From an optimization exercise on the open Yosys and OpenROAD flow, aimed at small area and a short achievable clock period; shortcuts taken in it are not production practice.
The RTL was checked by simulation tests, not by an equivalence proof against the original design.

## top_module
module top_module(
    input [11:0] angleIn,
    input [11:0] setPoint,
    input [7:0] kp,
    input [7:0] ki,
    input [7:0] kd,
    input clk,
    input rst,
    output signed [8:0] dutyCycleOut
    );
    reg signed [12:0] e_r;       
    reg [12:0] pen_r;            
    reg [8:0] kpd_r;             
    reg [7:0] kd_r, ki_r;
    reg rst_r;                   
    reg [20:0] in_r;             
    reg [8:0] ylo_r;             
    reg inr_r;                   
    reg pos_r;                   
    wire signed [20:0] integ = ~in_r;
    wire w1;
    wire w2;
    wire w3;
    wire w4;
    wire w5;
    wire w6;
    wire w7;
    wire w8;
    wire w9;
    wire w10;
    wire w11;
    wire w12;
    wire w13;
    wire w14;
    wire w15;
    wire w16;
    wire w17;
    wire w18;
    wire w19;
    wire w20;
    wire w21;
    wire w22;
    wire w23;
    wire w24;
    wire w25;
    wire w26;
    wire w27;
    wire w28;
    wire w29;
    wire w30;
    wire w31;
    wire w32;
    wire w33;
    wire w34;
    wire w35;
    wire w36;
    wire w37;
    wire w38;
    wire w39;
    wire w40;
    wire w41;
    wire w42;
    wire w43;
    wire w44;
    wire w45;
    wire w46;
    wire w47;
    wire w48;
    wire w49;
    wire w50;
    wire w51;
    wire w52;
    wire w53;
    wire w54;
    wire w55;
    wire w56;
    wire w57;
    wire w58;
    wire w59;
    wire w60;
    wire w61;
    wire w62;
    wire w63;
    wire w64;
    wire w65;
    wire w66;
    wire w67;
    wire w68;
    wire w69;
    wire w70;
    wire w71;
    wire w72;
    wire w73;
    wire w74;
    wire w75;
    wire w76;
    wire w77;
    wire w78;
    wire w79;
    wire w80;
    wire w81;
    wire w82;
    wire w83;
    wire w84;
    wire w85;
    wire w86;
    wire w87;
    wire w88;
    wire w89;
    wire w90;
    wire w91;
    wire w92;
    wire w93;
    wire w94;
    wire w95;
  ...
Size in the first run: roughly 1200 cells after synthesis, roughly 84 flip-flops, about 59 I/O pins, ~12000 um2 of cells after synthesis.
Settings: LEC_CHECK=0, CAP_MARGIN=20, CORE_MARGIN=2, CORE_UTILIZATION=60, CTS_BUF_LIST=sky130_fd_sc_hd__clkbuf_8, SLEW_MARGIN=20, SYNTH_HIERARCHICAL=1; clock period 16.0 ns.
standard.sh (not shown) runs the stock make flow with config.mk's settings and CLKGATE_MAP_FILE= SYNTH_SCRIPT=/design/flow/synth_recipe.tcl, a recipe that flattens the netlist after the stock synthesis.
==> flow/flow/run.sh <==
#!/bin/bash
# Standard layout, with timing repair aimed past the clock period (the SDC is
# unchanged) and ordinary buffers on the ports instead of delay cells.
set -euo pipefail
MARGIN=$(cat flow/margin.txt)
bash standard.sh SETUP_SLACK_MARGIN=$MARGIN \
  BUFFER_PORTS_ARGS="-buffer_cell sky130_fd_sc_hd__buf_1" MATCH_CELL_FOOTPRINT=0 SETUP_MOVE_SEQUENCE=unbuffer,sizeup,swap finish > standard_make.log 2>&1
==> flow/flow/margin.txt <==
11.4
==> next run, changes <==
==> flow/flow/run.sh (replaced) <==
#!/bin/bash
# The standard layout (standard.sh, unchanged synthesis), with:
#  - timing repair aimed past the clock period: SETUP_SLACK_MARGIN from
#    flow/margin.txt, repair limited to sizing moves (the SDC is unchanged);
#  - plain buffers (buf_1, resized as needed) on the ports instead of delay cells;
#  - sizing not restricted to the same cell footprint.
set -euo pipefail
MARGIN=$(cat flow/margin.txt)
bash standard.sh SETUP_SLACK_MARGIN=$MARGIN \
  BUFFER_PORTS_ARGS="-buffer_cell sky130_fd_sc_hd__buf_1" MATCH_CELL_FOOTPRINT=0 \
  SETUP_MOVE_SEQUENCE=unbuffer,sizeup,swap finish > standard_make.log 2>&1
- CORE_UTILIZATION: 60 -> 65
What happened: Global-route usage is higher by 1.1 points. Non-clock buffer count is higher by 1. Clock skew stays flat. Fmax is higher by 1.3%.
==> next run, changes <==
--- a/flow/flow/run.sh
+++ b/flow/flow/run.sh
@@ -11 +11 @@
-  SETUP_MOVE_SEQUENCE=unbuffer,sizeup,swap finish > standard_make.log 2>&1
+  SETUP_MOVE_SEQUENCE=unbuffer,sizeup,swap,clone finish > standard_make.log 2>&1
==> flow/flow/margin.txt (replaced) <==
11.6
- CORE_UTILIZATION: 65 -> 60
=> Global-route usage fell by 1.5 points. Die area climbs by a little under a tenth. Count of clock-buffer cells in the layout falls by 1.
==> next run, changes <==
--- a/flow/flow/run.sh
+++ b/flow/flow/run.sh
@@ -11 +11 @@
-  SETUP_MOVE_SEQUENCE=unbuffer,sizeup,swap,clone finish > standard_make.log 2>&1
+  SETUP_MOVE_SEQUENCE=unbuffer,sizeup,swap finish > standard_make.log 2>&1
==> flow/flow/margin.txt (replaced) <==
11.4
- CORE_UTILIZATION: 60 -> 55
The changed run went through all stages and came out clean.
Count of clock-buffer cells in the layout is unchanged.
Final cell count rises by 0.73%.
Non-clock buffer count rises by 1.
Via count rises by 1.2%.
Global-route usage falls by 2.1 points.
Final area falls by 0.79%.
Core utilization falls by 5.7 points.
Clock skew rises by 0.0054 ns.
Worst setup slack is better by 0.050 ns.
==> next run, changes <==
- CORE_UTILIZATION: 55 -> 60
After rerunning:
- The changed run ran to the end with no violations
- global-route usage grows by 2.5 points
- setup slack is worse by 0.020 ns
- synthesized area stays the same
- design area barely changes
- via count climbs by 0.50%
- clock skew decreases by 0.0065 ns
==> next run, changes <==
==> flow/flow/margin.txt (replaced) <==
11.5
Cell count barely changes. Flip-flop and latch count is unchanged. Area after synthesis stays the same. Die area is unchanged. First-iteration DRC count goes up by roughly a tenth. Design area goes up slightly. Synthesized cell count does not change. Setup slack is better by 0.020 ns. Core utilization goes up by 0.87 points. Worst hold slack is better by 0.014 ns.

==> separate check: timing with driven ports <==
The results above use ideal ports. As a check the final layouts listed here were re-extracted and re-timed, cells and wires unchanged. Step 1 (the two cells are an assumption about what drives the block):
set clk [get_ports {clk}]
set_driving_cell -lib_cell sky130_fd_sc_hd__clkbuf_16 $clk
set_driving_cell -lib_cell sky130_fd_sc_hd__buf_2 [delete_from_list [all_inputs] $clk]
Step 2 moves the port delays by t, midway between the first and last clock arrival at a register: inputs arrive t later, outputs are due t later. That takes back most of the time a late clock gives input paths. Slacks: ideal / step 1 / step 2; pairs: ideal / step 1.
run	t (ns)	setup slack, ns	worst setup path after step 2
the first run	0.429	11.321 / 11.275 / 11.032	input to register
the second run	0.434	11.380 / 11.380 / 11.007	input to register
the third run	0.427	11.291 / 11.291 / 11.057	input to register
the fourth run	0.426	11.341 / 11.299 / 11.017	input to register
the fifth run	0.429	11.321 / 11.275 / 11.032	input to register
the sixth run	0.438	11.341 / 11.299 / 11.022	input to register
After both steps setup and hold are still met in every run listed. For the second run, which loses most, drivers alone change the setup slack by 0.000 ns; drivers and shift together by -0.373 ns.
